This design comes from an exercise in tuning for small area and a short achievable clock period on the open sky130 flow, not from production work.
The RTL was checked by simulation tests, not by an equivalence proof against the original design.
Power figures rest on the tool's default switching activity, not on a simulated workload.

**flow/config.mk**
```make
export PLATFORM = sky130hd
export DESIGN_NAME = alu_top
export DESIGN_NICKNAME = alu_top
export VERILOG_FILES = /design/flow/design.v
export SDC_FILE = /design/flow/constraint.sdc
export NUM_CORES = 4
export LEC_CHECK = 0
export ABC_AREA = 1
export CAP_MARGIN = 20
export CORE_MARGIN = 2
export CORE_UTILIZATION = 50
export SLEW_MARGIN = 20
```
**flow/constraint.sdc**
```tcl
create_clock -name core_clock -period 32.0 [get_ports {clk}]
set_input_delay 6.4000 -clock core_clock [delete_from_list [all_inputs] [get_ports {clk}]]
set_output_delay 6.4000 -clock core_clock [all_outputs]
set_load 0.01 [all_outputs]
```
**flow/design.v**
```verilog
module alu_top (
    input             clk,
    input      [7:0]  a,
    input      [7:0]  b,
    input      [3:0]  sel,
    output reg [15:0] out
);
    reg  [7:0]  a_q, b_q;
    reg  [3:0]  sel_q;
    wire [15:0] alu_out;
    always @(posedge clk) begin
        a_q   <= a;
        b_q   <= b;
        sel_q <= sel;
        out   <= alu_out;
    end
    alu u_alu (.a(a_q), .b(b_q), .sel(sel_q), .out(alu_out));
endmodule

`timescale 1ns / 1ps
module alu_addsub(
    input  [7:0] a, b,
    input        inc, sub, cin,
    output [8:0] sum
    );
    wire [7:0] bop = inc ? 8'd0 : (sub ? ~b : b);
    wire as1 = a[0] ^ bop[0] ^ cin;
    wire ac2 = (a[0] & bop[0]) | (a[0] & cin) | (bop[0] & cin);
    wire as3 = a[1] ^ bop[1] ^ ac2;
    wire ac4 = (a[1] & bop[1]) | (a[1] & ac2) | (bop[1] & ac2);
    wire as5 = a[2] ^ bop[2] ^ ac4;
    wire ac6 = (a[2] & bop[2]) | (a[2] & ac4) | (bop[2] & ac4);
    wire as7 = a[3] ^ bop[3] ^ ac6;
    wire ac8 = (a[3] & bop[3]) | (a[3] & ac6) | (bop[3] & ac6);
    wire as9 = a[4] ^ bop[4] ^ ac8;
    wire ac10 = (a[4] & bop[4]) | (a[4] & ac8) | (bop[4] & ac8);
    wire as11 = a[5] ^ bop[5] ^ ac10;
    wire ac12 = (a[5] & bop[5]) | (a[5] & ac10) | (bop[5] & ac10);
    wire as13 = a[6] ^ bop[6] ^ ac12;
    wire ac14 = (a[6] & bop[6]) | (a[6] & ac12) | (bop[6] & ac12);
    wire as15 = a[7] ^ bop[7] ^ ac14;
    wire ac16 = (a[7] & bop[7]) | (a[7] & ac14) | (bop[7] & ac14);
    assign sum = {ac16, as15, as13, as11, as9, as7, as5, as3, as1};
endmodule
module alu_mul(
    input  [7:0]  a, b,
    output [15:0] prod
    );
    wire pp0_0 = a[0] & b[0];
    wire pp0_1 = a[1] & b[0];
    wire pp0_2 = a[2] & b[0];
    wire pp0_3 = a[3] & b[0];
    wire pp0_4 = a[4] & b[0];
    wire pp0_5 = a[5] & b[0];
    wire pp0_6 = a[6] & b[0];
    wire pp0_7 = a[7] & b[0];
    wire pp1_0 = a[0] & b[1];
    wire pp1_1 = a[1] & b[1];
    wire pp1_2 = a[2] & b[1];
    wire pp1_3 = a[3] & b[1];
    wire pp1_4 = a[4] & b[1];
    wire pp1_5 = a[5] & b[1];
    wire pp1_6 = a[6] & b[1];
    wire pp1_7 = a[7] & b[1];
    wire pp2_0 = a[0] & b[2];
    wire pp2_1 = a[1] & b[2];
    wire pp2_2 = a[2] & b[2];
    wire pp2_3 = a[3] & b[2];
    wire pp2_4 = a[4] & b[2];
    wire pp2_5 = a[5] & b[2];
    wire pp2_6 = a[6] & b[2];
    wire pp2_7 = a[7] & b[2];
    wire pp3_0 = a[0] & b[3];
    wire pp3_1 = a[1] & b[3];
    wire pp3_2 = a[2] & b[3];
    wire pp3_3 = a[3] & b[3];
    wire pp3_4 = a[4] & b[3];
    wire pp3_5 = a[5] & b[3];
    wire pp3_6 = a[6] & b[3];
    wire pp3_7 = a[7] & b[3];
    wire pp4_0 = a[0] & b[4];
    wire pp4_1 = a[1] & b[4];
    wire pp4_2 = a[2] & b[4];
    wire pp4_3 = a[3] & b[4];
    wire pp4_4 = a[4] & b[4];
    wire pp4_5 = a[5] & b[4];
    wire pp4_6 = a[6] & b[4];
    wire pp4_7 = a[7] & b[4];
    wire pp5_0 = a[0] & b[5];
    wire pp5_1 = a[1] & b[5];
    wire pp5_2 = a[2] & b[5];
    wire pp5_3 = a[3] & b[5];
    wire pp5_4 = a[4] & b[5];
    wire pp5_5 = a[5] & b[5];
    wire pp5_6 = a[6] & b[5];
    wire pp5_7 = a[7] & b[5];
    wire pp6_0 = a[0] & b[6];
    wire pp6_1 = a[1] & b[6];
    wire pp6_2 = a[2] & b[6];
    wire pp6_3 = a[3] & b[6];
    wire pp6_4 = a[4] & b[6];
    wire pp6_5 = a[5] & b[6];
    wire pp6_6 = a[6] & b[6];
    wire pp6_7 = a[7] & b[6];
    wire pp7_0 = a[0] & b[7];
    wire pp7_1 = a[1] & b[7];
    wire pp7_2 = a[2] & b[7];
    wire pp7_3 = a[3] & b[7];
    wire pp7_4 = a[4] & b[7];
    wire pp7_5 = a[5] & b[7];
    wire pp7_6 = a[6] & b[7];
    wire pp7_7 = a[7] & b[7];
    wire ms17 = pp0_6 ^ pp1_5;
    wire mc18 = pp0_6 & pp1_5;
    wire ms19 = pp0_7 ^ pp1_6 ^ pp2_5;
    wire mc20 = (pp0_7 & pp1_6) | (pp0_7 & pp2_5) | (pp1_6 & pp2_5);
    wire ms21 = pp3_4 ^ pp4_3;
    wire mc22 = pp3_4 & pp4_3;
    wire ms23 = pp1_7 ^ pp2_6 ^ pp3_5;
    wire mc24 = (pp1_7 & pp2_6) | (pp1_7 & pp3_5) | (pp2_6 & pp3_5);
    wire ms25 = pp4_4 ^ pp5_3;
    wire mc26 = pp4_4 & pp5_3;
    wire ms27 = pp2_7 ^ pp3_6 ^ pp4_5;
    wire mc28 = (pp2_7 & pp3_6) | (pp2_7 & pp4_5) | (pp3_6 & pp4_5);
    wire ms29 = pp0_4 ^ pp1_3;
    wire mc30 = pp0_4 & pp1_3;
    wire ms31 = pp0_5 ^ pp1_4 ^ pp2_3;
    wire mc32 = (pp0_5 & pp1_4) | (pp0_5 & pp2_3) | (pp1_4 & pp2_3);
    wire ms33 = pp3_2 ^ pp4_1;
    wire mc34 = pp3_2 & pp4_1;
    wire ms35 = ms17 ^ pp2_4 ^ pp3_3;
    wire mc36 = (ms17 & pp2_4) | (ms17 & pp3_3) | (pp2_4 & pp3_3);
    wire ms37 = pp4_2 ^ pp5_1 ^ pp6_0;
    wire mc38 = (pp4_2 & pp5_1) | (pp4_2 & pp6_0) | (pp5_1 & pp6_0);
    wire ms39 = mc18 ^ ms19 ^ ms21;
    wire mc40 = (mc18 & ms19) | (mc18 & ms21) | (ms19 & ms21);
    wire ms41 = pp5_2 ^ pp6_1 ^ pp7_0;
    wire mc42 = (pp5_2 & pp6_1) | (pp5_2 & pp7_0) | (pp6_1 & pp7_0);
    wire ms43 = mc20 ^ mc22 ^ ms23;
    wire mc44 = (mc20 & mc22) | (mc20 & ms23) | (mc22 & ms23);
    wire ms45 = ms25 ^ pp6_2 ^ pp7_1;
    wire mc46 = (ms25 & pp6_2) | (ms25 & pp7_1) | (pp6_2 & pp7_1);
    wire ms47 = mc24 ^ mc26 ^ ms27;
    wire mc48 = (mc24 & mc26) | (mc24 & ms27) | (mc26 & ms27);
    wire ms49 = pp5_4 ^ pp6_3 ^ pp7_2;
    wire mc50 = (pp5_4 & pp6_3) | (pp5_4 & pp7_2) | (pp6_3 & pp7_2);
    wire ms51 = mc28 ^ pp3_7 ^ pp4_6;
    wire mc52 = (mc28 & pp3_7) | (mc28 & pp4_6) | (pp3_7 & pp4_6);
    wire ms53 = pp5_5 ^ pp6_4 ^ pp7_3;
    wire mc54 = (pp5_5 & pp6_4) | (pp5_5 & pp7_3) | (pp6_4 & pp7_3);
    wire ms55 = pp4_7 ^ pp5_6 ^ pp6_5;
    wire mc56 = (pp4_7 & pp5_6) | (pp4_7 & pp6_5) | (pp5_6 & pp6_5);
    wire ms57 = pp0_3 ^ pp1_2;
    wire mc58 = pp0_3 & pp1_2;
    wire ms59 = ms29 ^ pp2_2 ^ pp3_1;
    wire mc60 = (ms29 & pp2_2) | (ms29 & pp3_1) | (pp2_2 & pp3_1);
    wire ms61 = mc30 ^ ms31 ^ ms33;
    wire mc62 = (mc30 & ms31) | (mc30 & ms33) | (ms31 & ms33);
    wire ms63 = mc32 ^ mc34 ^ ms35;
    wire mc64 = (mc32 & mc34) | (mc32 & ms35) | (mc34 & ms35);
    wire ms65 = mc36 ^ mc38 ^ ms39;
    wire mc66 = (mc36 & mc38) | (mc36 & ms39) | (mc38 & ms39);
    wire ms67 = mc40 ^ mc42 ^ ms43;
    wire mc68 = (mc40 & mc42) | (mc40 & ms43) | (mc42 & ms43);
    wire ms69 = mc44 ^ mc46 ^ ms47;
    wire mc70 = (mc44 & mc46) | (mc44 & ms47) | (mc46 & ms47);
    wire ms71 = mc48 ^ mc50 ^ ms51;
    wire mc72 = (mc48 & mc50) | (mc48 & ms51) | (mc50 & ms51);
    wire ms73 = mc52 ^ mc54 ^ ms55;
    wire mc74 = (mc52 & mc54) | (mc52 & ms55) | (mc54 & ms55);
    wire ms75 = mc56 ^ pp5_7 ^ pp6_6;
    wire mc76 = (mc56 & pp5_7) | (mc56 & pp6_6) | (pp5_7 & pp6_6);
    wire ms77 = pp0_2 ^ pp1_1;
    wire mc78 = pp0_2 & pp1_1;
    wire ms79 = ms57 ^ pp2_1 ^ pp3_0;
    wire mc80 = (ms57 & pp2_1) | (ms57 & pp3_0) | (pp2_1 & pp3_0);
    wire ms81 = mc58 ^ ms59 ^ pp4_0;
    wire mc82 = (mc58 & ms59) | (mc58 & pp4_0) | (ms59 & pp4_0);
    wire ms83 = mc60 ^ ms61 ^ pp5_0;
    wire mc84 = (mc60 & ms61) | (mc60 & pp5_0) | (ms61 & pp5_0);
    wire ms85 = mc62 ^ ms63 ^ ms37;
    wire mc86 = (mc62 & ms63) | (mc62 & ms37) | (ms63 & ms37);
    wire ms87 = mc64 ^ ms65 ^ ms41;
    wire mc88 = (mc64 & ms65) | (mc64 & ms41) | (ms65 & ms41);
    wire ms89 = mc66 ^ ms67 ^ ms45;
    wire mc90 = (mc66 & ms67) | (mc66 & ms45) | (ms67 & ms45);
    wire ms91 = mc68 ^ ms69 ^ ms49;
    wire mc92 = (mc68 & ms69) | (mc68 & ms49) | (ms69 & ms49);
    wire ms93 = mc70 ^ ms71 ^ ms53;
    wire mc94 = (mc70 & ms71) | (mc70 & ms53) | (ms71 & ms53);
    wire ms95 = mc72 ^ ms73 ^ pp7_4;
    wire mc96 = (mc72 & ms73) | (mc72 & pp7_4) | (ms73 & pp7_4);
    wire ms97 = mc74 ^ ms75 ^ pp7_5;
    wire mc98 = (mc74 & ms75) | (mc74 & pp7_5) | (ms75 & pp7_5);
    wire ms99 = mc76 ^ pp6_7 ^ pp7_6;
    wire mc100 = (mc76 & pp6_7) | (mc76 & pp7_6) | (pp6_7 & pp7_6);
    wire ms101 = pp0_1 ^ pp1_0;
    wire mc102 = pp0_1 & pp1_0;
    wire ms103 = ms77 ^ pp2_0 ^ mc102;
    wire mc104 = (ms77 & pp2_0) | (ms77 & mc102) | (pp2_0 & mc102);
    wire ms105 = mc78 ^ ms79 ^ mc104;
    wire mc106 = (mc78 & ms79) | (mc78 & mc104) | (ms79 & mc104);
    wire ms107 = mc80 ^ ms81 ^ mc106;
    wire mc108 = (mc80 & ms81) | (mc80 & mc106) | (ms81 & mc106);
    wire ms109 = mc82 ^ ms83 ^ mc108;
    wire mc110 = (mc82 & ms83) | (mc82 & mc108) | (ms83 & mc108);
    wire ms111 = mc84 ^ ms85 ^ mc110;
    wire mc112 = (mc84 & ms85) | (mc84 & mc110) | (ms85 & mc110);
    wire ms113 = mc86 ^ ms87 ^ mc112;
    wire mc114 = (mc86 & ms87) | (mc86 & mc112) | (ms87 & mc112);
    wire ms115 = mc88 ^ ms89 ^ mc114;
    wire mc116 = (mc88 & ms89) | (mc88 & mc114) | (ms89 & mc114);
    wire ms117 = mc90 ^ ms91 ^ mc116;
    wire mc118 = (mc90 & ms91) | (mc90 & mc116) | (ms91 & mc116);
    wire ms119 = mc92 ^ ms93 ^ mc118;
    wire mc120 = (mc92 & ms93) | (mc92 & mc118) | (ms93 & mc118);
    wire ms121 = mc94 ^ ms95 ^ mc120;
    wire mc122 = (mc94 & ms95) | (mc94 & mc120) | (ms95 & mc120);
    wire ms123 = mc96 ^ ms97 ^ mc122;
    wire mc124 = (mc96 & ms97) | (mc96 & mc122) | (ms97 & mc122);
    wire ms125 = mc98 ^ ms99 ^ mc124;
    wire mc126 = (mc98 & ms99) | (mc98 & mc124) | (ms99 & mc124);
    wire ms127 = mc100 ^ pp7_7 ^ mc126;
    wire mc128 = (mc100 & pp7_7) | (mc100 & mc126) | (pp7_7 & mc126);
    assign prod = {mc128, ms127, ms125, ms123, ms121, ms119, ms117, ms115, ms113, ms111, ms109, ms107, ms105, ms103, ms101, pp0_0};
endmodule
module alu(
    input  [7:0]  a, b,
    input  [3:0]  sel,
    output reg [15:0] out
    );
    wire is_inc = (sel == 4'd1);
    wire is_sub = (sel == 4'd2);
    wire [8:0]  sum;
    wire [15:0] prod;
    alu_addsub u_addsub (.a(a), .b(b), .inc(is_inc), .sub(is_sub), .cin(is_inc | is_sub), .sum(sum));
    alu_mul    u_mul    (.a(a), .b(b), .prod(prod));
    wire [7:0] q;
    wire gs7_129 = a[7] | ~b[0];
    assign q[7] = (b[7:1] == 0) & gs7_129;
    wire [0:0] r7 = q[7] ? {(a[7] ^ b[0])} : {a[7]};
    wire gs6_130 = a[6] | ~b[0];
    wire gs6_131 = r7[0] & ~b[1];
    wire es6_132 = ~(r7[0] ^ b[1]);
    wire ps6_133 = gs6_131 | (es6_132 & gs6_130);
    assign q[6] = (b[7:2] == 0) & ps6_133;
    wire [1:0] r6 = q[6] ? {(r7[0] ^ b[1] ^ ~gs6_130), (a[6] ^ b[0])} : {r7[0], a[6]};
    wire gs5_134 = a[5] | ~b[0];
    wire gs5_135 = r6[0] & ~b[1];
    wire es5_136 = ~(r6[0] ^ b[1]);
    wire gs5_137 = r6[1] & ~b[2];
    wire es5_138 = ~(r6[1] ^ b[2]);
    wire ps5_139 = gs5_135 | (es5_136 & gs5_134);
    wire ps5_140 = gs5_137 | (es5_138 & ps5_139);
    assign q[5] = (b[7:3] == 0) & ps5_140;
    wire [2:0] r5 = q[5] ? {(r6[1] ^ b[2] ^ ~ps5_139), (r6[0] ^ b[1] ^ ~gs5_134), (a[5] ^ b[0])} : {r6[1], r6[0], a[5]};
    wire gs4_141 = a[4] | ~b[0];
    wire gs4_142 = r5[0] & ~b[1];
    wire es4_143 = ~(r5[0] ^ b[1]);
    wire gs4_144 = r5[1] & ~b[2];
    wire es4_145 = ~(r5[1] ^ b[2]);
    wire gs4_146 = r5[2] & ~b[3];
    wire es4_147 = ~(r5[2] ^ b[3]);
    wire ps4_148 = gs4_142 | (es4_143 & gs4_141);
    wire ps4_149 = gs4_146 | (es4_147 & gs4_144);
    wire qs4_150 = es4_147 & es4_145;
    wire ps4_151 = gs4_144 | (es4_145 & ps4_148);
    wire ps4_152 = ps4_149 | (qs4_150 & ps4_148);
    assign q[4] = (b[7:4] == 0) & ps4_152;
    wire [3:0] r4 = q[4] ? {(r5[2] ^ b[3] ^ ~ps4_151), (r5[1] ^ b[2] ^ ~ps4_148), (r5[0] ^ b[1] ^ ~gs4_141), (a[4] ^ b[0])} : {r5[2], r5[1], r5[0], a[4]};
    wire gs3_153 = a[3] | ~b[0];
    wire gs3_154 = r4[0] & ~b[1];
    wire es3_155 = ~(r4[0] ^ b[1]);
    wire gs3_156 = r4[1] & ~b[2];
    wire es3_157 = ~(r4[1] ^ b[2]);
    wire gs3_158 = r4[2] & ~b[3];
    wire es3_159 = ~(r4[2] ^ b[3]);
    wire gs3_160 = r4[3] & ~b[4];
    wire es3_161 = ~(r4[3] ^ b[4]);
    wire ps3_162 = gs3_154 | (es3_155 & gs3_153);
    wire ps3_163 = gs3_158 | (es3_159 & gs3_156);
    wire qs3_164 = es3_159 & es3_157;
    wire ps3_165 = gs3_156 | (es3_157 & ps3_162);
    wire ps3_166 = ps3_163 | (qs3_164 & ps3_162);
    wire ps3_167 = gs3_160 | (es3_161 & ps3_166);
    assign q[3] = (b[7:5] == 0) & ps3_167;
    wire [4:0] r3 = q[3] ? {(r4[3] ^ b[4] ^ ~ps3_166), (r4[2] ^ b[3] ^ ~ps3_165), (r4[1] ^ b[2] ^ ~ps3_162), (r4[0] ^ b[1] ^ ~gs3_153), (a[3] ^ b[0])} : {r4[3], r4[2], r4[1], r4[0], a[3]};
    wire gs2_168 = a[2] | ~b[0];
    wire gs2_169 = r3[0] & ~b[1];
    wire es2_170 = ~(r3[0] ^ b[1]);
    wire gs2_171 = r3[1] & ~b[2];
    wire es2_172 = ~(r3[1] ^ b[2]);
    wire gs2_173 = r3[2] & ~b[3];
    wire es2_174 = ~(r3[2] ^ b[3]);
    wire gs2_175 = r3[3] & ~b[4];
    wire es2_176 = ~(r3[3] ^ b[4]);
    wire gs2_177 = r3[4] & ~b[5];
    wire es2_178 = ~(r3[4] ^ b[5]);
    wire ps2_179 = gs2_169 | (es2_170 & gs2_168);
    wire ps2_180 = gs2_173 | (es2_174 & gs2_171);
    wire qs2_181 = es2_174 & es2_172;
    wire ps2_182 = gs2_177 | (es2_178 & gs2_175);
    wire qs2_183 = es2_178 & es2_176;
    wire ps2_184 = gs2_171 | (es2_172 & ps2_179);
    wire ps2_185 = ps2_180 | (qs2_181 & ps2_179);
    wire ps2_186 = gs2_175 | (es2_176 & ps2_185);
    wire ps2_187 = ps2_182 | (qs2_183 & ps2_185);
    assign q[2] = (b[7:6] == 0) & ps2_187;
    wire [5:0] r2 = q[2] ? {(r3[4] ^ b[5] ^ ~ps2_186), (r3[3] ^ b[4] ^ ~ps2_185), (r3[2] ^ b[3] ^ ~ps2_184), (r3[1] ^ b[2] ^ ~ps2_179), (r3[0] ^ b[1] ^ ~gs2_168), (a[2] ^ b[0])} : {r3[4], r3[3], r3[2], r3[1], r3[0], a[2]};
    wire gs1_188 = a[1] | ~b[0];
    wire gs1_189 = r2[0] & ~b[1];
    wire es1_190 = ~(r2[0] ^ b[1]);
    wire gs1_191 = r2[1] & ~b[2];
    wire es1_192 = ~(r2[1] ^ b[2]);
    wire gs1_193 = r2[2] & ~b[3];
    wire es1_194 = ~(r2[2] ^ b[3]);
    wire gs1_195 = r2[3] & ~b[4];
    wire es1_196 = ~(r2[3] ^ b[4]);
    wire gs1_197 = r2[4] & ~b[5];
    wire es1_198 = ~(r2[4] ^ b[5]);
    wire gs1_199 = r2[5] & ~b[6];
    wire es1_200 = ~(r2[5] ^ b[6]);
    wire ps1_201 = gs1_189 | (es1_190 & gs1_188);
    wire ps1_202 = gs1_193 | (es1_194 & gs1_191);
    wire qs1_203 = es1_194 & es1_192;
    wire ps1_204 = gs1_197 | (es1_198 & gs1_195);
    wire qs1_205 = es1_198 & es1_196;
    wire ps1_206 = gs1_191 | (es1_192 & ps1_201);
    wire ps1_207 = ps1_202 | (qs1_203 & ps1_201);
    wire ps1_208 = gs1_199 | (es1_200 & ps1_204);
    wire qs1_209 = es1_200 & qs1_205;
    wire ps1_210 = gs1_195 | (es1_196 & ps1_207);
    wire ps1_211 = ps1_204 | (qs1_205 & ps1_207);
    wire ps1_212 = ps1_208 | (qs1_209 & ps1_207);
    assign q[1] = (b[7:7] == 0) & ps1_212;
    wire [6:0] r1 = q[1] ? {(r2[5] ^ b[6] ^ ~ps1_211), (r2[4] ^ b[5] ^ ~ps1_210), (r2[3] ^ b[4] ^ ~ps1_207), (r2[2] ^ b[3] ^ ~ps1_206), (r2[1] ^ b[2] ^ ~ps1_201), (r2[0] ^ b[1] ^ ~gs1_188), (a[1] ^ b[0])} : {r2[5], r2[4], r2[3], r2[2], r2[1], r2[0], a[1]};
    wire gs0_213 = a[0] | ~b[0];
    wire gs0_214 = r1[0] & ~b[1];
    wire es0_215 = ~(r1[0] ^ b[1]);
    wire gs0_216 = r1[1] & ~b[2];
    wire es0_217 = ~(r1[1] ^ b[2]);
    wire gs0_218 = r1[2] & ~b[3];
    wire es0_219 = ~(r1[2] ^ b[3]);
    wire gs0_220 = r1[3] & ~b[4];
    wire es0_221 = ~(r1[3] ^ b[4]);
    wire gs0_222 = r1[4] & ~b[5];
    wire es0_223 = ~(r1[4] ^ b[5]);
    wire gs0_224 = r1[5] & ~b[6];
    wire es0_225 = ~(r1[5] ^ b[6]);
    wire gs0_226 = r1[6] & ~b[7];
    wire es0_227 = ~(r1[6] ^ b[7]);
    wire ps0_228 = gs0_214 | (es0_215 & gs0_213);
    wire ps0_229 = gs0_218 | (es0_219 & gs0_216);
    wire qs0_230 = es0_219 & es0_217;
    wire ps0_231 = gs0_222 | (es0_223 & gs0_220);
    wire qs0_232 = es0_223 & es0_221;
    wire ps0_233 = gs0_226 | (es0_227 & gs0_224);
    wire qs0_234 = es0_227 & es0_225;
    wire ps0_235 = gs0_216 | (es0_217 & ps0_228);
    wire ps0_236 = ps0_229 | (qs0_230 & ps0_228);
    wire ps0_237 = gs0_224 | (es0_225 & ps0_231);
    wire qs0_238 = es0_225 & qs0_232;
    wire ps0_239 = ps0_233 | (qs0_234 & ps0_231);
    wire qs0_240 = qs0_234 & qs0_232;
    wire ps0_241 = gs0_220 | (es0_221 & ps0_236);
    wire ps0_242 = ps0_231 | (qs0_232 & ps0_236);
    wire ps0_243 = ps0_237 | (qs0_238 & ps0_236);
    wire ps0_244 = ps0_239 | (qs0_240 & ps0_236);
    assign q[0] = 1'b1 & ps0_244;
    wire [7:0] r0 = q[0] ? {(r1[6] ^ b[7] ^ ~ps0_243), (r1[5] ^ b[6] ^ ~ps0_242), (r1[4] ^ b[5] ^ ~ps0_241), (r1[3] ^ b[4] ^ ~ps0_236), (r1[2] ^ b[3] ^ ~ps0_235), (r1[1] ^ b[2] ^ ~ps0_228), (r1[0] ^ b[1] ^ ~gs0_213), (a[0] ^ b[0])} : {r1[6], r1[5], r1[4], r1[3], r1[2], r1[1], r1[0], a[0]};
    wire bz = (b == 8'd0);
    wire s_as   = (sel == 4'd0) | (sel == 4'd1) | (sel == 4'd2);
    wire s_addc = (sel == 4'd0) | (sel == 4'd1);
    wire s_mul  = (sel == 4'd3);
    wire s_div  = (sel == 4'd4) & ~bz;
    wire s_rem  = (sel == 4'd5) & ~bz;
    wire s_nand = (sel == 4'd8);
    wire s_nor  = (sel == 4'd9);
    wire s_ones = s_nand | s_nor | (is_sub & ~sum[8]);
    wire [3:0] tt = (sel == 4'd6)  ? 4'b1000 :    
                    (sel == 4'd7)  ? 4'b1110 :    
                    (sel == 4'd8)  ? 4'b0111 :    
                    (sel == 4'd9)  ? 4'b0001 :    
                    (sel == 4'd10) ? 4'b0110 :    
                                     4'b0000;
    reg [7:0] lg;
    integer i;
    always @(*) begin
        for (i = 0; i < 8; i = i + 1)
            lg[i] = tt[{a[i], b[i]}];
    end
    always @(*) begin
        out[7:0]  = ({8{s_as}} & sum[7:0]) | ({8{s_mul}} & prod[7:0]) | ({8{s_div}} & q) | ({8{s_rem}} & r0) | lg;
        out[8]    = (s_addc & sum[8]) | (s_mul & prod[8]) | s_ones;
        out[15:9] = ({7{s_mul}} & prod[15:9]) | {7{s_ones}};
    end
endmodule
```
**flow/flow/run.sh**
```bash
#!/bin/bash
# Layout flow: the standard ORFS layout (standard.sh) with these changes:
#  - synthesis is synth_recipe.tcl, except that ABC runs flow/synth.abc and
#    Yosys's full/half-adder extraction (extract_fa) is applied only to the
#    adder and multiplier modules (flow/fa_modules.txt), which are kept as
#    separate modules until the end of synthesis (SYNTH_HIERARCHICAL=1) and
#    then flattened by synth_recipe.tcl as usual;
#  - the resizer keeps a larger setup slack margin (flow/margin.txt), so it
#    sizes the critical paths instead of stopping at the 32 ns constraint;
#  - Yosys's synth runs with -noabc, so the adder extraction sees the logic as
#    written and the one ABC run (flow/synth.abc) maps everything;
#  - the smallest buffer (buf_1) on each port.
# Each tool's output goes to a log file in this folder.
set -euo pipefail
W=$(pwd)
MARGIN=$(cat flow/margin.txt)
FAMODS=$(cat flow/fa_modules.txt)
{
  echo "proc abc {args} {"
  echo "  set i [lsearch \$args -script]"
  echo "  if {\$i >= 0} { lset args [expr {\$i + 1}] $W/flow/synth.abc }"
  echo "  yosys abc {*}\$args"
  echo "}"
  echo "proc extract_fa {args} { yosys extract_fa {*}\$args $FAMODS }"
  cat synth_recipe.tcl
} > my_synth.tcl
EXTRA=(SYNTH_ARGS=-noabc)
[ -n "$FAMODS" ] && EXTRA+=(SYNTH_HIERARCHICAL=1 SYNTH_INSBUF=0)
[ -z "$FAMODS" ] && EXTRA+=(ADDER_MAP_FILE=)
bash standard.sh SYNTH_SCRIPT=$W/my_synth.tcl SETUP_SLACK_MARGIN=$MARGIN "${EXTRA[@]}" \
  "BUFFER_PORTS_ARGS=-buffer_cell sky130_fd_sc_hd__buf_1" finish > orfs_make.log 2>&1
cp orfs/logs/*/alu_top/base/*.log . 2>/dev/null || true
```
**flow/flow/fa_modules.txt**
```
alu_addsub alu_mul
```
**flow/flow/margin.txt**
```
24
```
**flow/flow/synth.abc**
```
strash
 dch
 map -D 5000
 topo
 stime -c
```
**flow/standard.sh**
```bash
#!/bin/bash
# synth_recipe.tcl (not shown) runs the flow's synth.tcl, then flattens the netlist and writes it again
# the make line also repeats each setting of config.mk as NAME=value (left out here)
make -C /OpenROAD-flow-scripts/flow DESIGN_CONFIG=/design/flow/config.mk WORK_HOME=/design/flow/orfs CLKGATE_MAP_FILE= SYNTH_SCRIPT=/design/flow/synth_recipe.tcl "${@:-finish}"
```
==> results of run 1 <==
[modules after synthesis (local to each module, per instance)]
module,copies in the design,flip-flops and latches
alu,1,0
alu_addsub,1,0
alu_mul,1,0
alu_top,1,36
[Yosys cell counts, types with 3 or more instances]
library cell / instances / share of area, %
o21a_1: 11 / 1.8
o2bb2ai_1: 3 / 0.58
a31oi_1: 7 / 0.96
xnor2_1: 3 / 0.58
o21ai_0: 50 / 5.5
fa_1: 56 / 25
a211oi_1: 4 / 0.66
o211ai_1: 8 / 1.3
nand3_1: 51 / 5.6
dfxtp_1: 36 / 16
ha_1: 8 / 2.2
nand4_1: 16 / 2.2
a21oi_1: 50 / 5.5
clkinv_1: 81 / 6.7
and2_2: 3 / 0.50
nand2_1: 117 / 9.7
xor2_1: 10 / 1.9
o21bai_1: 3 / 0.50
a21boi_0: 3 / 0.50
nor3_1: 4 / 0.44
nor2_1: 105 / 8.7
[logic make-up after synthesis]
| logic type | synth area share (%) |
|---|---|
| flops | 15.9 |
| xor+xnor | 2.50 |
| fa+ha+maj | 27.1 |
| buf+inv | 6.69 |
| simple gates | 27.5 |
| compound gates | 20.3 |
[critical path: cells and delay by family (launching register included)]
kind            cells  cell delay, ns
buf+inv             6            1.08
xor+xnor            2            0.35
simple gates       18            2.03
compound gates     18            3.34
flops               1            0.56
[state kept, by name, summed over array words and instances (netlist names)]
name / cells
b_q: 8
sel_q: 4
out: 16
a_q: 8
[metal layers]
layer	part of all wire, %	global-route usage (%)
met1	38	36.0
met2	50	52.5
met5	0	0
met4	5.4	17.6
met3	6.0	4.85
[cell usage in the layout (no fill, tap or decap), types with 3 or more instances in the layout]
cell type and instances:
nor3_1 3, nor2_4 4, nor2_2 3, nand4_1 16
dfxtp_1 31, nand3_1 48, a21oi_2 7, dfxtp_2 3
a21oi_4 3, buf_1 36, o21ai_1 8, fa_1 56
clkbuf_8 7, a21oi_1 40, nor2_1 99, buf_4 32
xor2_1 9, o21ai_0 33, a211oi_1 3, nand2_1 108
xnor2_1 3, and2_2 3, o21a_1 11, o211ai_1 8
o21ai_2 9, inv_2 3, a31oi_1 6, clkinv_1 76
nand3_2 3, o21bai_1 3, nand2_2 7, ha_1 8
a21boi_2 3
[where the power goes]
| group | leakage, nW | internal, W | switching (W) |
|---|---|---|---|
| sequential | 0.303 | 0.0000493 | 0.00000472 |
| combinational | 1.95 | 0.0000489 | 0.0000712 |
| clock | 0.0503 | 0.0000192 | 0.0000159 |
[area by class of cell]
class	count	area, sq um
Multi-Input combinational cell	532	3800
Fill cell	820	3320
Sequential cell	36	732
Timing Repair Buffer	68	375
Inverter	81	308
Tap cell	108	135
Clock buffer	7	96.3
[through the flow]
step	total power, W	utilization [%]	instance area (sq um)
floorplan	0.000131	-	4560
global placement	0.000157	55.3	4850
detailed placement	0.000159	55.3	4850
CTS	0.000199	58.0	5090
global route	0.000227	62.2	5450
finish	0.000209	62.2	5450
[final timing paths]
path	startpoint	endpoint	depth (start not counted)
worst max-delay path	b_q[2]	out[3]	44
worst min-delay path	sel_q[1]	out[8]	3
worst max register to register	b_q[2]	out[3]	44
worst min register to register	sel_q[1]	out[8]	3
[timing repair]
item,in CTS,in global routing
cloned,0,1
pin swaps,8,21
resized for setup,26,65
setup buffers,9,20
endpoints found under the hold margin,0,0
endpoints found under the setup margin,8,8
==> flow_metrics.env, run 1 <==
export IMPL_status="finished clean"
export IMPL_syn_to_final_growth_pct=19.8
export IMPL_instances_no_fill=832
export IMPL_insertion_delay_ns=0.29
export IMPL_grt_max_degree=18
export IMPL_max_slew_margin_pct=34.3
export IMPL_yosys_most_used_dff="dfxtp_1"
export IMPL_drv_cap=0
export IMPL_ioPinCount=37
export IMPL_async_reset_ff_share_pct=0
export IMPL_dr_pass1_iters=5
export IMPL_cts_hold_buf=0
export IMPL_grt_antenna_before_repair=0
export IMPL_cts_tree="yes"
export IMPL_finClkSkew_ns=0.0187
export IMPL_worstSetupPathType="register to register"
export IMPL_slowest_delay_ns=0.56
export IMPL_clk_path_buf_depth=2
export IMPL_leakage_nw=2.30
export IMPL_htree_num_levels=2
export IMPL_synth_edf_count=0
export IMPL_critPathCaptureType="register"
export IMPL_finalMaxSlewViolations=0
export IMPL_yosysSeqAreaShare_pct=15.9
export IMPL_drc=0
export IMPL_syn_mean_instance_area_sq_um=7.02
export IMPL_cp_start_kind="register"
export IMPL_cpMaxStageDelayCell="dfxtp_2"
export IMPL_clk_pin_slew_worst_paths_ns=0.08
export IMPL_drive_above_1_share_pct=14.6
export IMPL_grt_pass1_wl_um=23700
export IMPL_r2r_slack_ns=24.49
export IMPL_synthCells=648
export IMPL_worstPathRequired_ns=32.15
export IMPL_cp_common_cell="nand2_1"
export IMPL_antenna_cells_inserted=0
export IMPL_final_setup_tns_ns=0
export IMPL_core_sq_um=8760
export IMPL_grt_pass1_vias=4862
export IMPL_place_congestion=0.954
export IMPL_nNetsFinal=809
export IMPL_setup_viol=0
export IMPL_grtUsageTotal_pct=30.5
export IMPL_num_vias=4970
export IMPL_die_area_sq_um=9870
export IMPL_period_minus_slack_ns=7.51
export IMPL_rsz0062_at_grt="false"
export IMPL_power_density_nw_per_um2=38.4
export IMPL_setup_slack_ns=24.49
export IMPL_die_width_um=99.4
export IMPL_crit_arrival_ns=7.66
export IMPL_syn_nets=733
export IMPL_ant_nets=0
export IMPL_path_max_fanout=14
export IMPL_floorplan_rows=34
export IMPL_wire_per_inst_um=18.1
export IMPL_cts_root_buf="clkbuf_8"
export IMPL_hold_violations=0
export IMPL_period_share_pct=23.5
export IMPL_initial_core_util_pct=51.9
export IMPL_synth_warnings=8
export IMPL_ir_drop_v=0.0000213
export IMPL_io_buffers=36
export IMPL_whs_ns=0.660
export IMPL_wl_um=15000
export IMPL_max_freq_mhz=133
export IMPL_synth_seq_cells=36
export IMPL_synth_distinct_cells=36
export IMPL_cts_buffers=5
export IMPL_dp_cells=795
export IMPL_viasPerCell=5.97
export IMPL_worst_pin_slew_ns=0.982
export IMPL_cts_sinks=36
export IMPL_dp_hpwl_um=11400
export IMPL_hold_path_class="register to register"
export IMPL_dp_slack_ns=22.10
export IMPL_initialDrtViolationCount=318
export IMPL_synthesis_area_sq_um=4550
export IMPL_die_y_um=99.4
export IMPL_overflow=0
==> run 2, diff against run 1 <==
==> flow/flow/margin.txt (replaced) <==
23.5
==> flow/flow/synth.abc (replaced) <==
strash
 dch
 map -B 0.9
 topo
 stime -c
==> flow_metrics.env, run 2 <==
export IMPL_cts_sinks=36
export IMPL_reg_largest_list="out (16), a_q (8), b_q (8)"
export IMPL_grtUsageTotal_pct=29.0
export IMPL_cp_start_kind="register"
export IMPL_setup_viol=0
export IMPL_cts_root_buf="clkbuf_8"
export IMPL_core_sq_um=9240
export IMPL_finalMaxSlewViolations=0
export IMPL_synthesis_area_sq_um=4780
export IMPL_max_slew_margin_pct=32.8
export IMPL_drv_cap=0
export IMPL_reg2reg_from="b_q[6]"
export IMPL_drive_above_1_share_pct=5.06
export IMPL_status="finished clean"
export IMPL_cts_buffers=5
export IMPL_period_share_pct=23.6
export IMPL_crit_arrival_ns=7.76
export IMPL_io_buffers=36
export IMPL_ir_drop_v=0.0000220
export IMPL_overflow=0
export IMPL_whs_ns=0.701
export IMPL_ant_nets=0
export IMPL_synth_seq_cells=36
export IMPL_antenna_cells_inserted=0
export IMPL_insertion_delay_ns=0.31
export IMPL_yosys_most_used_dff="dfxtp_1"
export IMPL_place_area_sq_um=5140
export IMPL_worstHoldEndpoint="out[4]"
export IMPL_rsz0062_at_grt="false"
export IMPL_design_area_sq_um=5340
export IMPL_mostFrequentLayoutCells="nand2_1 (314), clkinv_1 (128), nand3_1 (97)"
export IMPL_initial_core_util_pct=51.7
export IMPL_dp_hpwl_um=10600
export IMPL_hold_start="a_q[4]"
export IMPL_worstSetupPathType="register to register"
export IMPL_largest_reg_flops=16
export IMPL_nNetsFinal=914
export IMPL_worstPathRequired_ns=32.20
export IMPL_htree_num_levels=2
export IMPL_viasPerCell=5.33
export IMPL_wl_um=14000
export IMPL_hold_path_class="register to register"
export IMPL_die_area_sq_um=10400
export IMPL_synth_edf_count=0
export IMPL_regMostFlops="out"
export IMPL_final_setup_tns_ns=0
export IMPL_synthCells=771
export IMPL_worst_pin_slew_ns=1.00
export IMPL_cpMaxStageDelayCell="nor3_1"
export IMPL_worstRegToRegCells=52
export IMPL_synth_distinct_cells=28
export IMPL_yosysSeqAreaShare_pct=15.1
export IMPL_floorplan_rows=35
export IMPL_async_reset_ff_share_pct=0
export IMPL_grt_pass1_wl_um=23300
export IMPL_critPathCaptureType="register"
export IMPL_drc=0
export IMPL_yosysTopAreaCellShare_pct=24.9
export IMPL_clk_pin_slew_worst_paths_ns=0.09
export IMPL_dr_pass1_iters=5
export IMPL_synth_most_common_cell="nand2_1"
export IMPL_num_vias=5108
export IMPL_yosys_area_top_type="nand2_1"
export IMPL_syn_nets=856
export IMPL_r2r_slack_ns=24.44
export IMPL_die_width_um=102
export IMPL_cts_tree="yes"
export IMPL_syn_to_final_growth_pct=11.7
export IMPL_max_freq_mhz=132
export IMPL_syn_mean_instance_area_sq_um=6.20
export IMPL_period_minus_slack_ns=7.56
export IMPL_power_density_nw_per_um2=37.0
export IMPL_leakage_nw=2.61
export IMPL_cp_common_cell="nand2_1"
export IMPL_synth_area_leaders="nand2_1 (25%), fa_1 (23%), dfxtp_1 (15%), clkinv_1 (10%), nand3_1 (10%)"
export IMPL_ioPinCount=37
export IMPL_hold_violations=0
export IMPL_layout_commonest_cell="nand2_1"
export IMPL_grt_pass1_vias=4768
export IMPL_grt_antenna_before_repair=0
export IMPL_yosys_top_cells_count="nand2_1 (317), clkinv_1 (131), nand3_1 (97)"
export IMPL_die_y_um=102
export IMPL_path_max_fanout=14
export IMPL_finClkSkew_ns=0.0170
export IMPL_r2r_end="out[2]"
export IMPL_wire_per_inst_um=14.6
export IMPL_grt_max_degree=24
export IMPL_synth_warnings=8
export IMPL_initialDrtViolationCount=372
export IMPL_slowest_delay_ns=0.41
export IMPL_cts_hold_buf=0
export IMPL_place_congestion=0.925
export IMPL_clk_path_buf_depth=2
export IMPL_min_path_cells=3
## run 2: changes by cell type in the layout (fill, tap and decap cells not counted), sizes merged, moves of 9 or more
cell,delta
o21a,-9
nand4,-11
nand2,+200
buf,-17
a21oi,-27
clkinv,+52
nor2,-60
o21ai,-34
nand3,+46
## run 2: final cells by class
type,count,area (sq um)
fill,953,3900
multi-input combinational,604,3620
sequential,36,727
inverter,131,503
timing repair buffer,51,248
tap,129,161
clock buffer,7,76.3
clock inverter,1,8.76
## run 2: Yosys stat by module, one instance, submodules excluded
module | cell area [sq um] | times used
alu | 2230 | 1
alu_mul | 1540 | 1
alu_top | 721 | 1
alu_addsub | 284 | 1
## run 2: kinds of logic (layout without fill, tap and decap cells)
group | count (synthesis) | in the layout | share of synthesized area [%]
simple gates | 477 | 477 | 40.9
buf+inv | 131 | 190 | 10.3
xor+xnor | 6 | 6 | 1.10
compound gates | 57 | 57 | 7.07
flops | 36 | 36 | 15.1
fa+ha+maj | 64 | 64 | 25.5
## run 2: worst max-delay path, delay by kind of cell, from the launching register on
kind,cells,cell delay (ns)
AND/OR/NAND/NOR,44,5.55
buffers and inverters,6,1.09
AO/OA/AOI/OAI,2,0.50
flip-flops,1,0.30
## run 2: through the flow
step / setup WS, ns / utilization (%) / total power, W / cells
2_1_floorplan: 25.27 / - / 0.000133 / 771
3_3_place_gp: 23.45 / 55.7 / 0.000159 / 944
3_5_place_dp: 23.15 / 55.7 / 0.000161 / 944
4_1_cts: 23.53 / 56.6 / 0.000197 / 952
5_1_grt: 23.49 / 57.8 / 0.000218 / 959
6_report: 24.44 / 57.8 / 0.000197 / 959
## run 2: worst max path at each step
stage | start | end | slack (ns) | depth (start not counted)
after global placement | b_q[1] | out[7] | 23.45 | 49
after floorplan | out[0] | out[0] | 25.27 | 0
after CTS | b_q[7] | out[7] | 23.53 | 50
after global routing | b_q[1] | out[7] | 23.49 | 50
after detailed placement | b_q[1] | out[7] | 23.15 | 49
final | b_q[6] | out[2] | 24.44 | 52
## run 2: repair_timing
| item | in CTS | in global routing |
|---|---|---|
| setup endpoints to repair | 8 | 8 |
| gates resized for setup | 2 | 17 |
| buffers inserted | 0 | 7 |
| pin swaps | 0 | 0 |
| endpoints found under the hold margin | 0 | 0 |
## run 2: power breakdown
part / internal, W / total (W) / switching (W) / leakage, nW
combinational: 0.0000425 / 0.000108 / 0.0000657 / 2.27
sequential: 0.0000493 / 0.0000543 / 0.00000504 / 0.303
clock: 0.0000156 / 0.0000349 / 0.0000193 / 0.0424
total: 0.000107 / 0.000197 / 0.0000901 / 2.61
## run 2: layer usage
layer,track usage (%),up-vias,part of all wire (%)
met5,0,-,0
met4,6.34,0,1.2
met3,4.90,14,7.8
met2,44.4,202,44
met1,43.0,2353,47
li1,-,2539,-
==> run 3, diff against run 2 <==
==> flow/flow/margin.txt (replaced) <==
24.5
==> flow_metrics.env, run 3 <==
export IMPL_initialDrtViolationCount=369
export IMPL_grt_pass1_vias=4780
export IMPL_critPathCaptureType="output pin"
export IMPL_worstSetupPathType="register to output pin"
export IMPL_grt_util_met1_pct=43.1
export IMPL_nNetsFinal=910
export IMPL_period_share_pct=22.5
export IMPL_cp_start_kind="register"
export IMPL_drv_cap=0
export IMPL_num_vias=5148
export IMPL_finalMaxSlewViolations=0
export IMPL_worst_pin_slew_ns=1.03
export IMPL_regMostFlops="out"
export IMPL_reg2reg_from="a_q[3]"
export IMPL_antenna_cells_inserted=0
export IMPL_period_minus_slack_ns=7.21
export IMPL_crit_chain="buf_1"
export IMPL_synthCells=771
export IMPL_dp_slack_ns=23.15
export IMPL_clk_path_buf_depth=2
export IMPL_io_buffers=36
export IMPL_htree_num_levels=2
export IMPL_yosysSeqAreaShare_pct=15.1
export IMPL_path_max_fanout=1
export IMPL_cts_sinks=36
export IMPL_async_reset_ff_share_pct=0
export IMPL_power_density_nw_per_um2=36.8
export IMPL_final_setup_tns_ns=0
export IMPL_die_width_um=102
export IMPL_grtUsageTotal_pct=29.1
export IMPL_cts_tree="yes"
export IMPL_leakage_nw=2.64
export IMPL_grt_pass1_wl_um=23400
export IMPL_synth_area_leaders="nand2_1 (25%), fa_1 (23%), dfxtp_1 (15%), clkinv_1 (10%), nand3_1 (10%)"
export IMPL_yosys_area_top_type="nand2_1"
export IMPL_initial_core_util_pct=51.7
export IMPL_cts_hold_buf=0
export IMPL_max_freq_mhz=139
export IMPL_viasPerCell=5.39
export IMPL_grt_antenna_before_repair=0
export IMPL_status="finished clean"
export IMPL_synth_distinct_cells=28
export IMPL_whs_ns=0.700
export IMPL_slowest_delay_ns=0.35
export IMPL_cts_root_buf="clkbuf_8"
export IMPL_dr_pass1_iters=5
export IMPL_clk_pin_slew_worst_paths_ns=0.09
export IMPL_largest_reg_flops=16
export IMPL_grt_max_degree=24
export IMPL_cts_buffers=5
export IMPL_use_met3_pct=4.97
export IMPL_grt_util_met2_pct=44.7
export IMPL_reg_largest_list="out (16), a_q (8), b_q (8)"
export IMPL_yosysTopAreaCellShare_pct=24.9
export IMPL_synth_edf_count=0
export IMPL_ir_drop_v=0.0000219
export IMPL_hold_violations=0
export IMPL_yosys_most_used_dff="dfxtp_1"
export IMPL_gr_max_usage_layer="met2"
export IMPL_rsz0062_at_grt="false"
export IMPL_drc=0
export IMPL_r2r_slack_ns=25.27
export IMPL_mostFrequentLayoutCells="nand2_1 (307), clkinv_1 (124), nand3_1 (93)"
export IMPL_layout_commonest_cell="nand2_1"
export IMPL_wire_per_inst_um=14.9
export IMPL_crit_family="flip-flops"
export IMPL_hold_start="sel_q[1]"
export IMPL_synth_warnings=8
export IMPL_floorplan_rows=35
export IMPL_finClkSkew_ns=0.0180
export IMPL_insertion_delay_ns=0.30
export IMPL_dp_hpwl_um=10600
export IMPL_synth_most_common_cell="nand2_1"
export IMPL_syn_to_final_growth_pct=13.1
export IMPL_crit_start="out[2]"
export IMPL_die_y_um=102
export IMPL_die_area_sq_um=10400
export IMPL_synthesis_area_sq_um=4780
export IMPL_core_sq_um=9240
export IMPL_crit_arrival_ns=0.81
export IMPL_setup_viol=0
export IMPL_place_congestion=0.925
export IMPL_setup_slack_ns=24.79
export IMPL_ant_nets=0
export IMPL_ioPinCount=37
export IMPL_hold_path_class="register to register"
export IMPL_cpMaxStageDelayCell="dfxtp_1"
export IMPL_yosys_top_cells_count="nand2_1 (317), clkinv_1 (131), nand3_1 (97)"
export IMPL_overflow=0
export IMPL_worstPathRequired_ns=25.60
export IMPL_drive_above_1_share_pct=7.26
export IMPL_wl_um=14200
export IMPL_synth_seq_cells=36
export IMPL_syn_mean_instance_area_sq_um=6.20
export IMPL_path_buf_inv=1
export IMPL_syn_nets=856
export IMPL_max_slew_margin_pct=30.9
==> run 3: cell counts after synthesis <==
Identical to the previous run, type by type.
==> run 3: power breakdown <==
group / internal (W) / switching, W
registers: 0.0000493 / 0.00000490
clock network: 0.0000156 / 0.0000192
logic: 0.0000429 / 0.0000672
total: 0.000108 / 0.0000913
==> run 3: through the flow <==
step                util, %  cell area, sq um  power (W)  std cells
CTS                    57.0              5270   0.000197        952
global route           58.5              5410   0.000220        955
global placement       55.7              5140   0.000159        944
finish                 58.5              5410   0.000199        955
floorplan                 -              4780   0.000133        771
detailed placement     55.7              5140   0.000161        944
==> run 3: logic make-up after synthesis <==
group                    count (synthesis)  synth area share, %
AND/OR/NAND/NOR                        477                 40.9
buffers and inverters                  131                 10.3
adder cells (fa/ha/maj)                 64                 25.5
AO/OA/AOI/OAI                           57                 7.07
flip-flops                              36                 15.1
XOR/XNOR                                 6                 1.10
==> run 3: area by class of cell <==
cell class / count / area, sq um
clock inverters: 1 / 8.76
repair buffers: 47 / 225
clock buffers: 7 / 76.3
inverters: 131 / 502
multi-input cells: 604 / 3700
well taps: 129 / 161
fillers: 948 / 3830
flip-flops and latches: 36 / 732
==> run 3: worst paths after layout <==
kind	endpoint	cells past startpoint
min	out[8]	3
max	out[2]	1
min reg2reg	out[8]	3
max reg2reg	out[14]	18
==> run 3: worst reg2reg max path: cells and delay by family (launching register included) <==
kind,cells,cell delay (ns)
adder cells (fa/ha/maj),14,5.56
buffers and inverters,1,0.07
flip-flops,1,0.73
AND/OR/NAND/NOR,3,0.26
==> run 3: per-layer routing <==
metal / up-vias / part of all wire (%) / routed length (um)
met5: - / 0 / 0
met1: 2431 / 47 / 6640
li1: 2514 / - / -
met4: 0 / 1.6 / 222
met2: 182 / 45 / 6330
met3: 21 / 7.2 / 1020
==> run 3: timing repair <==
action,in CTS,in global routing
resized for setup,16,35
buffers inserted,0,3
pin swaps,0,3
endpoints found under the setup margin,8,8
==> run 3: modules after synthesis, one instance, submodules excluded <==
module | cells inside | times used
alu | 510 | 1
alu_mul | 184 | 1
alu_addsub | 41 | 1
alu_top | 36 | 1
==> run 4, diff against run 3 <==
==> flow/flow/margin.txt (replaced) <==
24
==> flow_metrics.env, run 4 <==
export IMPL_status="finished clean"
export IMPL_drt_met1_wl_um=6650
export IMPL_worstHoldEndpoint="out[8]"
export IMPL_nNetsFinal=913
export IMPL_whs_ns=0.695
export IMPL_leakage_nw=2.63
export IMPL_layout_commonest_cell="nand2_1"
export IMPL_io_buffers=36
export IMPL_wl_um=14000
export IMPL_async_reset_ff_share_pct=0
export IMPL_insertion_delay_ns=0.30
export IMPL_die_y_um=102
export IMPL_initialDrtViolationCount=346
export IMPL_max_freq_mhz=139
export IMPL_reg_largest_list="out (16), a_q (8), b_q (8)"
export IMPL_syn_to_final_growth_pct=12.3
export IMPL_cts_buffers=5
export IMPL_drc=0
export IMPL_synth_distinct_cells=28
export IMPL_overflow=0
export IMPL_clk_path_buf_depth=2
export IMPL_max_slew_margin_pct=30.3
export IMPL_grtUsageTotal_pct=29.1
export IMPL_worstSetupPathType="register to output pin"
export IMPL_synthCells=771
export IMPL_yosysTopAreaCellShare_pct=24.9
export IMPL_synth_warnings=8
export IMPL_grt_max_degree=24
export IMPL_yosys_top_cells_count="nand2_1 (317), clkinv_1 (131), nand3_1 (97)"
export IMPL_die_width_um=102
export IMPL_fillers=963
export IMPL_final_setup_tns_ns=0
export IMPL_path_max_fanout=1
export IMPL_critPathCaptureType="output pin"
export IMPL_min_path_cells=3
export IMPL_yosys_area_top_type="nand2_1"
export IMPL_grt_pass1_vias=4770
export IMPL_cts_root_buf="clkbuf_8"
export IMPL_hold_start="sel_q[1]"
export IMPL_htree_num_levels=2
export IMPL_r2r_end="out[2]"
export IMPL_core_sq_um=9240
export IMPL_syn_mean_instance_area_sq_um=6.20
export IMPL_period_share_pct=22.5
export IMPL_fin_util_pct=58.1
export IMPL_grt_antenna_before_repair=0
export IMPL_finClkSkew_ns=0.0157
export IMPL_dr_wl_met3_um=948
export IMPL_worstRegToRegCells=56
export IMPL_power_density_nw_per_um2=36.8
export IMPL_crit_arrival_ns=0.81
export IMPL_reg2reg_from="b_q[1]"
export IMPL_synthesis_area_sq_um=4780
export IMPL_yosysSeqAreaShare_pct=15.1
export IMPL_ioPinCount=37
export IMPL_crit_chain="buf_1"
export IMPL_dr_pass1_iters=5
export IMPL_die_area_sq_um=10400
export IMPL_r2r_slack_ns=25.06
export IMPL_drive_above_1_share_pct=6.27
export IMPL_grt_pass1_wl_um=23300
export IMPL_cp_depth=1
export IMPL_crit_family="flip-flops"
export IMPL_top_layer_used="met4"
export IMPL_wire_per_inst_um=14.6
export IMPL_synth_area_leaders="nand2_1 (25%), fa_1 (23%), dfxtp_1 (15%), clkinv_1 (10%), nand3_1 (10%)"
export IMPL_met2_length_um=6280
export IMPL_regArea_sq_um=732
export IMPL_initial_core_util_pct=51.7
export IMPL_slowest_delay_ns=0.35
export IMPL_clk_pin_slew_worst_paths_ns=0.09
export IMPL_dp_hpwl_um=10600
export IMPL_place_congestion=0.925
export IMPL_path_buf_inv=1
export IMPL_hold_path_class="register to register"
export IMPL_largest_reg_flops=16
export IMPL_viasPerCell=5.36
export IMPL_cpMaxStageDelayCell="dfxtp_1"
export IMPL_cts_hold_buf=0
export IMPL_synth_edf_count=0
export IMPL_ant_nets=0
export IMPL_syn_nets=856
export IMPL_synth_most_common_cell="nand2_1"
export IMPL_hold_violations=0
export IMPL_cts_sinks=36
export IMPL_worstPathRequired_ns=25.60
export IMPL_worst_pin_slew_ns=1.04
export IMPL_finalMaxSlewViolations=0
export IMPL_setup_viol=0
export IMPL_rsz0062_at_grt="false"
export IMPL_cts_tree="yes"
export IMPL_mostFrequentLayoutCells="nand2_1 (311), clkinv_1 (125), nand3_1 (97)"
export IMPL_regMostFlops="out"
export IMPL_drv_cap=0
export IMPL_antenna_cells_inserted=0
export IMPL_num_vias=5131
export IMPL_multi_input_comb_area_sq_um=3640
export IMPL_floorplan_rows=35
export IMPL_period_minus_slack_ns=7.21
export IMPL_ir_drop_v=0.0000218
export IMPL_synth_seq_cells=36
export IMPL_cp_start_kind="register"
export IMPL_yosys_most_used_dff="dfxtp_1"
run 4: stage by stage:
stage | total power, W | instances | setup WS, ns | area, sq um
after global routing | 0.000219 | 958 | 24.04 | 5370
after floorplan | 0.000133 | 771 | 25.27 | 4780
after detailed placement | 0.000161 | 944 | 23.15 | 5140
after CTS | 0.000197 | 952 | 24.01 | 5250
after global placement | 0.000159 | 944 | 23.45 | 5140
final | 0.000198 | 958 | 24.79 | 5370
run 4: worst max path at each step:
stage                 from      to
floorplan           out[0]  out[0]
global placement    b_q[1]  out[7]
detailed placement  b_q[1]  out[7]
CTS                 b_q[2]  out[3]
global route        b_q[3]  out[7]
finish              out[7]  out[7]
run 4: what timing repair did:
item / CTS / global route
resized for setup: 7 / 26
buffers inserted: 0 / 6
endpoints found under the setup margin: 8 / 8
pin swaps: 0 / 1
run 4: cells by family after synthesis:
group                    after synthesis  share of synthesized area, %
buffers and inverters                131                          10.3
AO/OA/AOI/OAI                         57                          7.07
adder cells (fa/ha/maj)               64                          25.5
XOR/XNOR                               6                          1.10
flip-flops                            36                          15.1
AND/OR/NAND/NOR                      477                          40.9
run 4: metal layers:
layer,global-route usage [%],vias to the layer above
met5,0,-
met4,6.34,0
met3,4.90,10
met2,44.4,181
met1,43.1,2415
li1,-,2525
run 4: power by group:
part           internal [W]   total, W  switching (W)
registers         0.0000493  0.0000541     0.00000483
logic             0.0000426   0.000109      0.0000661
clock network     0.0000156  0.0000348      0.0000191
total              0.000108   0.000198      0.0000901
run 4: layout make-up:
cell class,count,share of cell area [%]
inverters,131,9.35
clock inverters,1,0.163
flip-flops and latches,36,13.6
repair buffers,50,4.61
well taps,129,3.01
multi-input cells,604,67.8
clock buffers,7,1.42
run 4: per-module statistics from Yosys, one instance, submodules excluded:
module | flops+latches | cell area, sq um
alu | 0 | 2230
alu_addsub | 0 | 284
alu_mul | 0 | 1540
alu_top | 36 | 721
==> run 5, diff against run 4 <==
==> flow/flow/run.sh (replaced) <==
#!/bin/bash
# Layout flow: the standard ORFS layout (standard.sh) with these changes:
#  - synthesis is synth_recipe.tcl, except that
#    * the adder and multiplier modules (flow/fa_modules.txt) are kept as
#      separate modules until the end of synthesis (SYNTH_HIERARCHICAL=1,
#      then synth_recipe.tcl flattens as usual), and Yosys's full/half-adder
#      extraction (extract_fa) is applied to those modules only;
#    * Yosys's synth runs with -noabc, so the adder extraction sees the logic
#      as written;
#    * ABC maps the multiplier module with flow/synth_mul.abc (area-oriented)
#      and everything else with flow/synth.abc (delay-oriented);
#  - the resizer keeps a larger setup slack margin (flow/margin.txt), so it
#    sizes the critical paths instead of stopping at the 32 ns constraint;
#  - the smallest buffer (buf_1) on each port.
# Each tool's output goes to a log file in this folder.
set -euo pipefail
W=$(pwd)
MARGIN=$(cat flow/margin.txt)
FAMODS=$(cat flow/fa_modules.txt)
MULMODS=$(cat flow/mul_modules.txt)
{
  echo "proc abc {args} {"
  echo "  set i [lsearch \$args -script]"
  echo "  if {\$i < 0} { yosys abc {*}\$args; return }"
  echo "  set a1 \$args; lset a1 [expr {\$i + 1}] $W/flow/synth.abc"
  echo "  set a2 \$args; lset a2 [expr {\$i + 1}] $W/flow/synth_mul.abc"
  echo "  yosys abc {*}\$a2 $MULMODS"
  echo "  yosys abc {*}\$a1"
  echo "}"
  echo "proc extract_fa {args} { yosys extract_fa {*}\$args $FAMODS }"
  cat synth_recipe.tcl
} > my_synth.tcl
bash standard.sh SYNTH_SCRIPT=$W/my_synth.tcl SETUP_SLACK_MARGIN=$MARGIN \
  SYNTH_ARGS=-noabc SYNTH_HIERARCHICAL=1 SYNTH_INSBUF=0 \
  "BUFFER_PORTS_ARGS=-buffer_cell sky130_fd_sc_hd__buf_1" finish > orfs_make.log 2>&1
cp orfs/logs/*/alu_top/base/*.log . 2>/dev/null || true
==> flow/flow/mul_modules.txt (new file) <==
alu_addsub alu_mul
==> flow/flow/synth_mul.abc (new file) <==
strash
 dch
 map -a
 topo
 stime -c
 buffer -c
 upsize -c
 dnsize -c
==> flow_metrics.env, run 5 <==
export IMPL_syn_to_final_growth_pct=10.9
export IMPL_cts_root_buf="clkbuf_8"
export IMPL_setup_viol=0
export IMPL_synth_area_leaders="fa_1 (24%), nand2_1 (19%), dfxtp_1 (16%), nand3_1 (11%), nor2_1 (7.7%)"
export IMPL_slowest_delay_ns=0.35
export IMPL_leakage_nw=2.45
export IMPL_finalMaxSlewViolations=0
export IMPL_period_share_pct=22.6
export IMPL_ir_drop_v=0.0000222
export IMPL_final_setup_tns_ns=0
export IMPL_wl_um=13700
export IMPL_drive_above_1_share_pct=7.87
export IMPL_drc=0
export IMPL_cts_tree="yes"
export IMPL_mostFrequentLayoutCells="nand2_1 (233), nand3_1 (97), nor2_1 (92)"
export IMPL_r2r_end="out[7]"
export IMPL_yosysTopAreaCellShare_pct=24.4
export IMPL_crit_family="flip-flops"
export IMPL_power_density_nw_per_um2=39.6
export IMPL_min_path_cells=3
export IMPL_critPathCaptureType="output pin"
export IMPL_design_area_sq_um=5100
export IMPL_core_sq_um=8810
export IMPL_dr_pass1_iters=5
export IMPL_cts_hold_buf=0
export IMPL_yosysSeqAreaShare_pct=15.7
export IMPL_overflow=0
export IMPL_reg_largest_list="out (16), a_q (8), b_q (8)"
export IMPL_worstPathRequired_ns=25.60
export IMPL_setup_slack_ns=24.77
export IMPL_synth_warnings=8
export IMPL_insertion_delay_ns=0.32
export IMPL_async_reset_ff_share_pct=0
export IMPL_initial_core_util_pct=52.2
export IMPL_antenna_cells_inserted=0
export IMPL_grt_pass1_vias=4788
export IMPL_cts_buffers=5
export IMPL_cts_sinks=36
export IMPL_status="finished clean"
export IMPL_max_slew_margin_pct=34.9
export IMPL_dp_slack_ns=23.57
export IMPL_clk_path_buf_depth=2
export IMPL_initialDrtViolationCount=274
export IMPL_synth_distinct_cells=32
export IMPL_die_width_um=99.9
export IMPL_period_minus_slack_ns=7.23
export IMPL_die_y_um=99.9
export IMPL_p_switching_w=0.0000915
export IMPL_nNetsFinal=846
export IMPL_power_internal_w=0.000111
export IMPL_ioPinCount=37
export IMPL_hold_violations=0
export IMPL_floorplan_rows=34
export IMPL_rsz0062_at_grt="false"
export IMPL_worstRegToRegCells=53
export IMPL_r2r_slack_ns=24.99
export IMPL_syn_mean_instance_area_sq_um=6.48
export IMPL_dp_hpwl_um=10700
export IMPL_die_area_sq_um=9980
export IMPL_place_congestion=0.973
export IMPL_synthesis_area_sq_um=4600
export IMPL_wire_per_inst_um=15.7
export IMPL_synth_seq_cells=36
export IMPL_num_vias=4874
export IMPL_p_seq_share_pct=26.7
export IMPL_worstSetupPathType="register to output pin"
export IMPL_yosys_top_cells_count="nand2_1 (237), nand3_1 (97), nor2_1 (94)"
export IMPL_viasPerCell=5.60
export IMPL_instances_no_fill=870
export IMPL_grt_max_degree=18
export IMPL_reg2reg_from="b_q[6]"
export IMPL_syn_nets=794
export IMPL_synth_edf_count=0
export IMPL_hold_start="sel_q[1]"
export IMPL_dp_cells=853
export IMPL_clk_pin_slew_worst_paths_ns=0.11
export IMPL_finClkSkew_ns=0.0292
export IMPL_largest_reg_flops=16
export IMPL_path_max_fanout=1
export IMPL_pwr_share_clk_pct=18.4
export IMPL_regMostFlops="out"
export IMPL_swShare_pct=45.3
export IMPL_cp_start_kind="register"
export IMPL_layout_commonest_cell="nand2_1"
export IMPL_path_buf_inv=1
export IMPL_grt_pass1_wl_um=22900
export IMPL_io_buffers=36
export IMPL_max_freq_mhz=138
export IMPL_fillers=900
export IMPL_hold_path_class="register to register"
export IMPL_yosys_area_top_type="fa_1"
export IMPL_power_frac_comb_pct=54.9
export IMPL_grtUsageTotal_pct=29.1
export IMPL_place_area_sq_um=4870
export IMPL_worst_pin_slew_ns=0.973
export IMPL_synthCells=709
export IMPL_drv_cap=0
export IMPL_synth_most_common_cell="nand2_1"
export IMPL_ant_nets=0
export IMPL_grt_antenna_before_repair=0
export IMPL_crit_arrival_ns=0.83
export IMPL_worstHoldEndpoint="out[8]"
export IMPL_htree_num_levels=2
export IMPL_crit_chain="buf_1"
export IMPL_yosys_most_used_dff="dfxtp_1"
export IMPL_cpMaxStageDelayCell="dfxtp_1"
[run 5: power groups by stage]
| stage | Sequential (W) | Clock [W] | Combinational (W) |
|---|---|---|---|
| 2_1_floorplan | 0.0000552 | 0 | 0.0000771 |
| 3_3_place_gp | 0.0000548 | 0 | 0.000109 |
| 3_5_place_dp | 0.0000548 | 0 | 0.000110 |
| 4_1_cts | 0.0000538 | 0.0000371 | 0.000111 |
| 5_1_grt | 0.0000546 | 0.0000388 | 0.000128 |
| 6_report | 0.0000540 | 0.0000371 | 0.000111 |
[run 5: Yosys stat by module (local to each module, per instance)]
module      times used  area, sq um  cells
alu                  1         2230    510
alu_mul              1         1360    136
alu_top              1          721     36
alu_addsub           1          280     27
[run 5: how the worst max path moves through the flow]
stage	from	to	cells after the start
global placement	b_q[7]	out[7]	50
finish	out[4]	out[4]	1
CTS	b_q[0]	out[1]	53
detailed placement	b_q[7]	out[7]	50
global route	b_q[1]	out[2]	58
floorplan	out[0]	out[0]	0
[run 5: metrics by stage]
stage	hold slack, ns	total power (W)	utilization [%]
global placement	0.615	0.000164	55.3
CTS	0.629	0.000202	56.5
floorplan	0.563	0.000132	-
detailed placement	0.606	0.000165	55.3
global route	0.694	0.000222	57.9
finish	0.628	0.000202	57.9
[run 5: final cells by class]
type / count / area (sq um) / share of cell area (%)
Clock buffer: 7 / 86.3 / 1.69
Tap cell: 108 / 135 / 2.65
Multi-Input combinational cell: 588 / 3590 / 70.5
Inverter: 82 / 323 / 6.33
Sequential cell: 36 / 728 / 14.3
Timing Repair Buffer: 48 / 225 / 4.42
Clock inverter: 1 / 7.51 / 0.147
[run 5: cells by family (layout without fill, tap and decap cells)]
kind of cell	Yosys count	in the layout	share of synthesized area [%]
simple gates	445	445	40.0
buf+inv	85	138	7.13
xor+xnor	6	6	1.14
compound gates	73	73	9.53
flops	36	36	15.7
fa+ha+maj	64	64	26.6
[run 5: timing repair]
action,4_1_cts,5_1_grt
endpoints found under the setup margin,8,8
pin swaps,0,1
setup buffers,0,9
resized for setup,3,21
[run 5: per-layer routing]
| layer | vias to the layer above | GRT usage (%) | share of wire (%) |
|---|---|---|---|
| met5 | - | 0 | 0 |
| li1 | 2403 | - | - |
| met1 | 2282 | 35.9 | 42 |
| met4 | 0 | 11.9 | 3.4 |
| met2 | 150 | 52.4 | 51 |
| met3 | 39 | 2.72 | 4.5 |

port drivers added, routing unchanged:
In the flow no input, the clock included, has a driving cell. The finished layouts below were timed again as built, in two steps. Step 1: set_driving_cell puts a clkbuf_16 on clk and a buf_2 on each other input, an assumption about the parent block. Step 2, shift: input delay + t, output delay - t, t = (earliest + latest rising clock arrival at the registers) / 2. This alone moves slack from input paths to output paths. Three values: ideal ports, drivers, drivers and shift; two values: the first two.
run | t (ns) | setup slack, ns | worst register clock-pin slew, ns
run 1 | 0.316 | 24.489 / 24.489 / 24.489 | 0.08 / 0.08
run 2 | 0.328 | 24.442 / 24.442 / 24.442 | 0.09 / 0.09
run 3 | 0.325 | 24.791 / 24.761 / 25.086 | 0.09 / 0.09
run 4 | 0.324 | 24.794 / 24.764 / 25.060 | 0.09 / 0.09
run 5 | 0.335 | 24.775 / 24.742 / 24.993 | 0.11 / 0.11
After both steps setup and hold are still met in every run listed.
